This is an optimization exercise on Yosys and OpenROAD, whose aim is small area and a short achievable clock period, not a production implementation. The RTL was checked by simulation tests, not by an equivalence proof against the original design. No activity file was given, so power comes from the tool's default toggle rates.

==> flow/design.v <==
module UART_TRANSMITTER(
    input clock_i,
    input reset_n_i,
    input [7:0] data_i,
    input data_write_i,
    input [5:0] data_buffer_full_tresh_i,
    input [1:0] baudrate_select_i,
    output data_buffer_full_o,
    output uart_tx_o
    );
localparam PARITY = 4'd0;
localparam STOP   = 4'd1;
localparam IDLE   = 4'd2;
localparam START  = 4'd3;
reg [5:0] count;
reg [7:0] mem [0:31];      
reg [6:0] baud;
reg [3:0] state;
reg       parity;
reg       tx;
reg [5:0] count_n;
FULL_FLAG full_flag(
    .nc(count_n),
    .th(data_buffer_full_tresh_i),
    .full(data_buffer_full_o)
    );
wire wr = data_write_i & ~data_buffer_full_o;
wire tick;
TICK_SEL tick_sel(.baud(baud), .sel(baudrate_select_i), .tick(tick));
wire rd = tick & (state == STOP);
wire empty = (count == 6'd0);
wire [5:0] count_next;
COUNT_NEXT count_step(.count(count), .wr(wr), .rd(rd), .next(count_next));
wire [6:0] baud_up;
genvar k;
generate
for (k = 0; k < 7; k = k + 1) begin : bu
    if (k == 0) begin : b0
        assign baud_up[k] = ~baud[k];
    end else begin : bk
        assign baud_up[k] = baud[k] ^ (&baud[k-1:0]);
    end
end
endgenerate
integer i;
always @(posedge clock_i) begin
    if (wr) begin
        mem[1] <= data_i;
        for (i = 2; i < 32; i = i + 1)
            mem[i] <= mem[i-1];
        mem[0] <= mem[31];
    end
end
wire [31:0] entry_sel;
DECODE32 decode(.a(count[4:0]), .y(entry_sel));
reg [7:0] oldest;
wire [7:0] oldest_next;
genvar g, h;
generate
for (h = 0; h < 8; h = h + 1) begin : rb
    wire [31:0] column;
    for (g = 0; g < 32; g = g + 1) begin : cl
        assign column[g] = mem[g][h];
    end
    SELECT32 select(.d(column), .s(entry_sel), .y(oldest_next[h]));
end
endgenerate
always @(posedge clock_i)
    oldest <= oldest_next;
wire bit_now = oldest[state[2:0]];
always @(posedge clock_i) begin
    if (~reset_n_i) begin
        count <= 6'd0;
        count_n <= 6'h3f;
        baud <= 7'd0;
        state <= IDLE;
        tx <= 1'b1;
    end else begin
        count <= count_next;
        count_n <= ~count_next;
        baud <= baud_up;
        if (tick & (state != IDLE | ~empty))
            state <= (state == START) ? 4'd8 : state + 4'd1;
        tx <= state[3] ? bit_now : (state == PARITY) ? parity : (state != START);
    end
end
always @(posedge clock_i) begin
    if (state == START)
        parity <= 1'b0;
    else if (tick & state[3])
        parity <= parity ^ bit_now;
end
assign uart_tx_o = tx;
endmodule
module DECODE32(
    input [4:0] a,
    output [31:0] y
    );
assign y = 32'd1 << a;
endmodule
module SELECT32(
    input [31:0] d,
    input [31:0] s,
    output y
    );
wire [10:0] n;
genvar g;
generate for (g = 0; g < 10; g = g + 1) begin : a3
    AOI222 a(.a1(d[3*g]), .a2(s[3*g]), .b1(d[3*g+1]), .b2(s[3*g+1]),
             .c1(d[3*g+2]), .c2(s[3*g+2]), .y(n[g]));
end endgenerate
AOI22 a2(.a1(d[30]), .a2(s[30]), .b1(d[31]), .b2(s[31]), .y(n[10]));
assign y = ~&n;
endmodule
module AOI222(input a1, input a2, input b1, input b2, input c1, input c2, output y);
assign y = ~(a1 & a2 | b1 & b2 | c1 & c2);
endmodule
module AOI22(input a1, input a2, input b1, input b2, output y);
assign y = ~(a1 & a2 | b1 & b2);
endmodule
module FULL_FLAG(
    input [5:0] nc,
    input [5:0] th,
    output full
    );
wire [4:0] ng, np;
wire gt10, gt32, p32_n, gt30_n, gt;
NAND2 g0(.a(th[0]), .b(nc[0]), .y(ng[0]));
NAND2 g1(.a(th[1]), .b(nc[1]), .y(ng[1]));
NAND2 g2(.a(th[2]), .b(nc[2]), .y(ng[2]));
NAND2 g3(.a(th[3]), .b(nc[3]), .y(ng[3]));
NAND2 g4(.a(th[4]), .b(nc[4]), .y(ng[4]));
NOR2 p1(.a(th[1]), .b(nc[1]), .y(np[1]));
NOR2 p2(.a(th[2]), .b(nc[2]), .y(np[2]));
NOR2 p3(.a(th[3]), .b(nc[3]), .y(np[3]));
NOR2 p4(.a(th[4]), .b(nc[4]), .y(np[4]));
assign np[0] = 1'b0;
OAI21 c10(.a1(np[1]), .a2(ng[0]), .b(ng[1]), .y(gt10));
OAI21 c32(.a1(np[3]), .a2(ng[2]), .b(ng[3]), .y(gt32));
NOR2 q32(.a(np[3]), .b(np[2]), .y(p32_n));    
AOI21 c30(.a1(p32_n), .a2(gt10), .b(gt32), .y(gt30_n));
OAI21 c40(.a1(np[4]), .a2(gt30_n), .b(ng[4]), .y(gt));
OAI21 f(.a1(th[5]), .a2(gt), .b(nc[5]), .y(full));
endmodule
module NAND2(input a, input b, output y);
assign y = ~(a & b);
endmodule
module NOR2(input a, input b, output y);
assign y = ~(a | b);
endmodule
module OAI21(input a1, input a2, input b, output y);
assign y = ~((a1 | a2) & b);
endmodule
module AOI21(input a1, input a2, input b, output y);
assign y = ~((a1 & a2) | b);
endmodule
module TICK_SEL(
    input [6:0] baud,
    input [1:0] sel,
    output tick
    );
wire a4 = &baud[3:0];
wire a5 = a4 & baud[4];
wire a6 = a5 & baud[5];
wire a7 = a6 & baud[6];
assign tick = sel[1] ? (sel[0] ? a7 : a6) : (sel[0] ? a5 : a4);
endmodule
module COUNT_NEXT(
    input [5:0] count,
    input wr,
    input rd,
    output [5:0] next
    );
wire [5:0] cu, cd;
COUNT_CARRY carry(.count(count), .cu(cu), .cd(cd));
COUNT_PICK pick(.count(count), .cu(cu), .cd(cd), .wr(wr), .rd(rd), .next(next));
endmodule
module COUNT_CARRY(
    input [5:0] count,
    output [5:0] cu,
    output [5:0] cd
    );
genvar k;
generate
for (k = 0; k < 6; k = k + 1) begin : ud
    if (k == 0) begin : b0
        assign cu[k] = 1'b1;
        assign cd[k] = 1'b1;
    end else begin : bk
        assign cu[k] = &count[k-1:0];
        assign cd[k] = ~(|count[k-1:0]);
    end
end
endgenerate
endmodule
module COUNT_PICK(
    input [5:0] count,
    input [5:0] cu,
    input [5:0] cd,
    input wr,
    input rd,
    output [5:0] next
    );
wire inc = wr & ~rd;
wire dec = rd & ~wr;
assign next = count ^ ({6{inc}} & cu | {6{dec}} & cd);
endmodule
export LEC_CHECK = 0
export CAP_MARGIN = 20
export CORE_MARGIN = 2
export CORE_UTILIZATION = 75
export CTS_BUF_LIST = sky130_fd_sc_hd__clkbuf_16
export CTS_CLUSTER_DIAMETER = 65
export CTS_CLUSTER_SIZE = 28
export SETUP_SLACK_MARGIN = 2.3
export SLEW_MARGIN = 20
export SYNTH_HIERARCHICAL = 1
create_clock -name core_clock -period 4.6 [get_ports {clock_i}]
standard.sh (not shown) runs the stock make flow with config.mk's settings and CLKGATE_MAP_FILE= SYNTH_SCRIPT=/design/flow/synth_recipe.tcl, a recipe that flattens the netlist after the stock synthesis.
==> flow/flow/run.sh <==
#!/bin/bash
# The standard layout, with plain buf_2 cells as the port buffers and
# timing repair free to resize cells across footprints.
set -o pipefail
bash standard.sh "BUFFER_PORTS_ARGS=-buffer_cell sky130_fd_sc_hd__buf_2" MATCH_CELL_FOOTPRINT=0 finish > standard_flow.log 2>&1
The starting point produced a clean layout.
Then changed:
Settings changed: CORE_UTILIZATION 75 to 60, CTS_BUF_LIST sky130_fd_sc_hd__clkbuf_16 to sky130_fd_sc_hd__clkbuf_8 sky130_fd_sc_hd__clkbuf_16, CTS_CLUSTER_DIAMETER 65 to 60, CTS_CLUSTER_SIZE 28 to 24, SETUP_SLACK_MARGIN 2.3 to 2.0.
After rerunning:
- synthesized area is unchanged
- total power rises by a few percent
- hold slack gets worse by 3.3 ps
- register-to-register slack is worse by 190 ps
- clock skew increases by 6.3 ps
- via count goes down by a few percent
- sequential share of layout area fell by 0.72 points
Then changed:
==> flow/run.sh (new file) <==
#!/bin/bash
# synth_recipe.tcl (not shown) runs the flow's synth.tcl, then flattens the netlist and writes it again
# the make line also repeats each setting of config.mk as NAME=value (left out here)
make -C /OpenROAD-flow-scripts/flow DESIGN_CONFIG=/design/flow/config.mk WORK_HOME=/design/flow/orfs CLKGATE_MAP_FILE= SYNTH_SCRIPT=/design/flow/synth_recipe.tcl finish
Settings changed: SETUP_SLACK_MARGIN 2.0 to 2.3.
removed: flow/flow/run.sh
removed: flow/standard.sh
Setup slack gets better by 20 ps.
Power goes up by about 3%.
Non-clock buffer count goes up by 3.
Then changed:
==> flow/flow/run.sh (new file) <==
#!/bin/bash
# The standard layout, with plain buf_2 cells as the port buffers and
# timing repair free to resize cells across footprints.
set -o pipefail
bash standard.sh "BUFFER_PORTS_ARGS=-buffer_cell sky130_fd_sc_hd__buf_2" MATCH_CELL_FOOTPRINT=0 finish > standard_flow.log 2>&1
==> flow/standard.sh (new file) <==
#!/bin/bash
# synth_recipe.tcl (not shown) runs the flow's synth.tcl, then flattens the netlist and writes it again
# the make line also repeats each setting of config.mk as NAME=value (left out here)
make -C /OpenROAD-flow-scripts/flow DESIGN_CONFIG=/design/flow/config.mk WORK_HOME=/design/flow/orfs CLKGATE_MAP_FILE= SYNTH_SCRIPT=/design/flow/synth_recipe.tcl "${@:-finish}"
Settings changed: CTS_BUF_LIST sky130_fd_sc_hd__clkbuf_8 sky130_fd_sc_hd__clkbuf_16 to sky130_fd_sc_hd__clkbuf_16, CTS_CLUSTER_DIAMETER 60 to 65, CTS_CLUSTER_SIZE 24 to 28, SETUP_SLACK_MARGIN 2.3 to 2.4.
removed: flow/run.sh
The changed run completed without violations.
Area after synthesis does not change.
Routed wire length increases slightly.
Final cell count stays flat.
Die area does not change.
Clock power hardly moves.
Clock skew decreases by 7.4 ps.
Combinational power increases by a few percent.
Worst setup slack barely changes.
Maximum frequency hardly moves.
First-iteration DRC count decreases by a few percent.
Final area stays flat.

* * *

job 3476:
// UART_TRANSMITTER: RTL as listed in full above, without the edits since
clock: 4.6 ns
lec_check: 0
cap_margin: 20
core_margin: 2
core_utilization: 60
cts_buf_list: sky130_fd_sc_hd__clkbuf_16
cts_cluster_diameter: 65
cts_cluster_size: 28
setup_slack_margin: 2.35
slew_margin: 20
synth_hierarchical: 1
==> flow/flow/run.sh <==
#!/bin/bash
# The standard layout, with plain buf_2 cells as the port buffers and
# timing repair free to resize cells across footprints.
set -o pipefail
bash standard.sh "BUFFER_PORTS_ARGS=-buffer_cell sky130_fd_sc_hd__buf_2" MATCH_CELL_FOOTPRINT=0 finish > standard_flow.log 2>&1
The inputs of job 553 differ from those of job 3476 as listed below.
--- a/flow/config.mk
+++ b/flow/config.mk
@@ -9,8 +9,8 @@
 export CORE_MARGIN = 2
 export CORE_UTILIZATION = 60
-export CTS_BUF_LIST = sky130_fd_sc_hd__clkbuf_16
-export CTS_CLUSTER_DIAMETER = 65
-export CTS_CLUSTER_SIZE = 28
-export SETUP_SLACK_MARGIN = 2.35
+export CTS_BUF_LIST = sky130_fd_sc_hd__clkbuf_8 sky130_fd_sc_hd__clkbuf_16
+export CTS_CLUSTER_DIAMETER = 60
+export CTS_CLUSTER_SIZE = 24
+export SETUP_SLACK_MARGIN = 2.6
 export SLEW_MARGIN = 20
 export SYNTH_HIERARCHICAL = 1
==> comparison <==
Job 553 vs job 3476: met3 capacity usage during global routing up. Compared with job 3476, job 553 degrades power after layout. In the reports for job 3476 and job 553, the larger detailed-route via count belongs to job 553. The CTS buffer count in job 553 was higher than what job 3476 gave. Of job 553 and job 3476, it is job 553 that has the higher final weighted congestion of routability-driven global placement. Taking job 3476 as the reference point, the routed length on met1 of job 553 rises by 13%. The run showing the smaller power share of the sequential group is job 553. Job 553 against job 3476: average detailed-routed wire length per instance +8.3%; non-clock buffer count +56.
Inputs modified between job 553 and job 6220:
--- a/flow/config.mk
+++ b/flow/config.mk
@@ -9,8 +9,9 @@
 export CORE_MARGIN = 2
 export CORE_UTILIZATION = 60
-export CTS_BUF_LIST = sky130_fd_sc_hd__clkbuf_8 sky130_fd_sc_hd__clkbuf_16
-export CTS_CLUSTER_DIAMETER = 60
-export CTS_CLUSTER_SIZE = 24
-export SETUP_SLACK_MARGIN = 2.6
+export CTS_BUF_LIST = sky130_fd_sc_hd__clkbuf_16
+export CTS_CLUSTER_DIAMETER = 65
+export CTS_CLUSTER_SIZE = 28
+export GPL_TIMING_DRIVEN = 1
+export SETUP_SLACK_MARGIN = 2.3
 export SLEW_MARGIN = 20
 export SYNTH_HIERARCHICAL = 1
## What came out
Compared job 553 against job 6220; data arrival time of the worst path within noise.
Job 553 → job 6220: first-iteration DRC count lost 6.7%, maximum frequency now smaller.
Looking at setup slack across both flows, job 6220 is the weaker of the two, with job 553 ahead.
From job 553 to job 6220 the numbers moved as follows: clock network fraction of total power went down, post-synthesis to final-layout area growth saw a decrease, clock tree buffer count of the final layout decreased 3, first-pass GRT wire length saw a decrease.
Diff job 553 and job 6220: share of cell area taken by flip-flops and latches lower in job 553
Job 6220 has relative contribution of combinational cells to total power below what job 553 had.
Of the two values seen for slowest cell on the critical path, buf_2 was produced by job 553 and a21oi_2 by job 6220.
Inputs modified between job 6220 and job 9871:
--- a/flow/config.mk
+++ b/flow/config.mk
@@ -12,6 +12,5 @@
 export CTS_CLUSTER_DIAMETER = 65
 export CTS_CLUSTER_SIZE = 28
-export GPL_TIMING_DRIVEN = 1
-export SETUP_SLACK_MARGIN = 2.3
+export SETUP_SLACK_MARGIN = 2.2
 export SLEW_MARGIN = 20
 export SYNTH_HIERARCHICAL = 1
Findings:
- Non-clock buffer count delta for job 9871 relative to job 6220: 2 higher
- Compared with job 6220, wire length in job 9871 increased slightly.
- Utilization of the core after routing, job 6220 and job 9871, higher one = job 9871.
- Diff job 6220 and job 9871: power lower in job 6220
- Job 9871: full flow OK, the timing, DRC and antenna checks passed
- Summary of job 9871 over job 6220: cell area went up; non-filler instance count after layout went up 6; sequential share of cell area fell 0.53 points.
- Time the worst path needs with I/O delays and setup in job 9871 vs job 6220: up 0.042 ns
- Job 9871 vs job 6220 — half-perimeter wire length after placement climbed by a few percent

separate check: timing with driven ports:
How much do the figures lean on ideal ports? The routed layouts below were timed once more, with nothing changed but the port constraints. Step 1 (the two cells are an assumption about what drives the block):
set clk [get_ports {clock_i}]
set_driving_cell -lib_cell sky130_fd_sc_hd__clkbuf_16 $clk
set_driving_cell -lib_cell sky130_fd_sc_hd__buf_2 [delete_from_list [all_inputs] $clk]
Step 2 adds t to the input delays and takes it off the output delays; t is the mean of the earliest and latest rising clock arrival at the registers after step 1. Input paths then give back, and output paths get back, about the clock's delay inside the block. Three values: ideal, step 1, step 2; two values: the first two.
run	shift t [ns]	setup WS [ns]	worst hold slack (ns)
the first run of note 1	0.526	1.967 / 1.936 / 1.770	0.456 / 0.456 / 0.456
the second run of note 1	0.528	1.993 / 1.954 / 1.627	0.453 / 0.453 / 0.453
the third run of note 1	0.540	2.013 / 1.990 / 1.844	0.442 / 0.442 / 0.442
the fourth run of note 1	0.539	2.016 / 1.984 / 1.797	0.448 / 0.448 / 0.448
job 3476	0.529	2.032 / 1.994 / 1.908	0.444 / 0.444 / 0.444
job 553	0.540	2.040 / 2.008 / 1.843	0.442 / 0.442 / 0.442
job 6220	0.531	2.032 / 1.994 / 1.873	0.442 / 0.442 / 0.442
job 9871	0.534	1.990 / 1.945 / 1.716	0.452 / 0.452 / 0.452
After both steps every run listed still meets setup and hold. For the second run of note 1, which loses most, drivers alone change the setup slack by -0.039 ns; drivers and shift together by -0.366 ns.
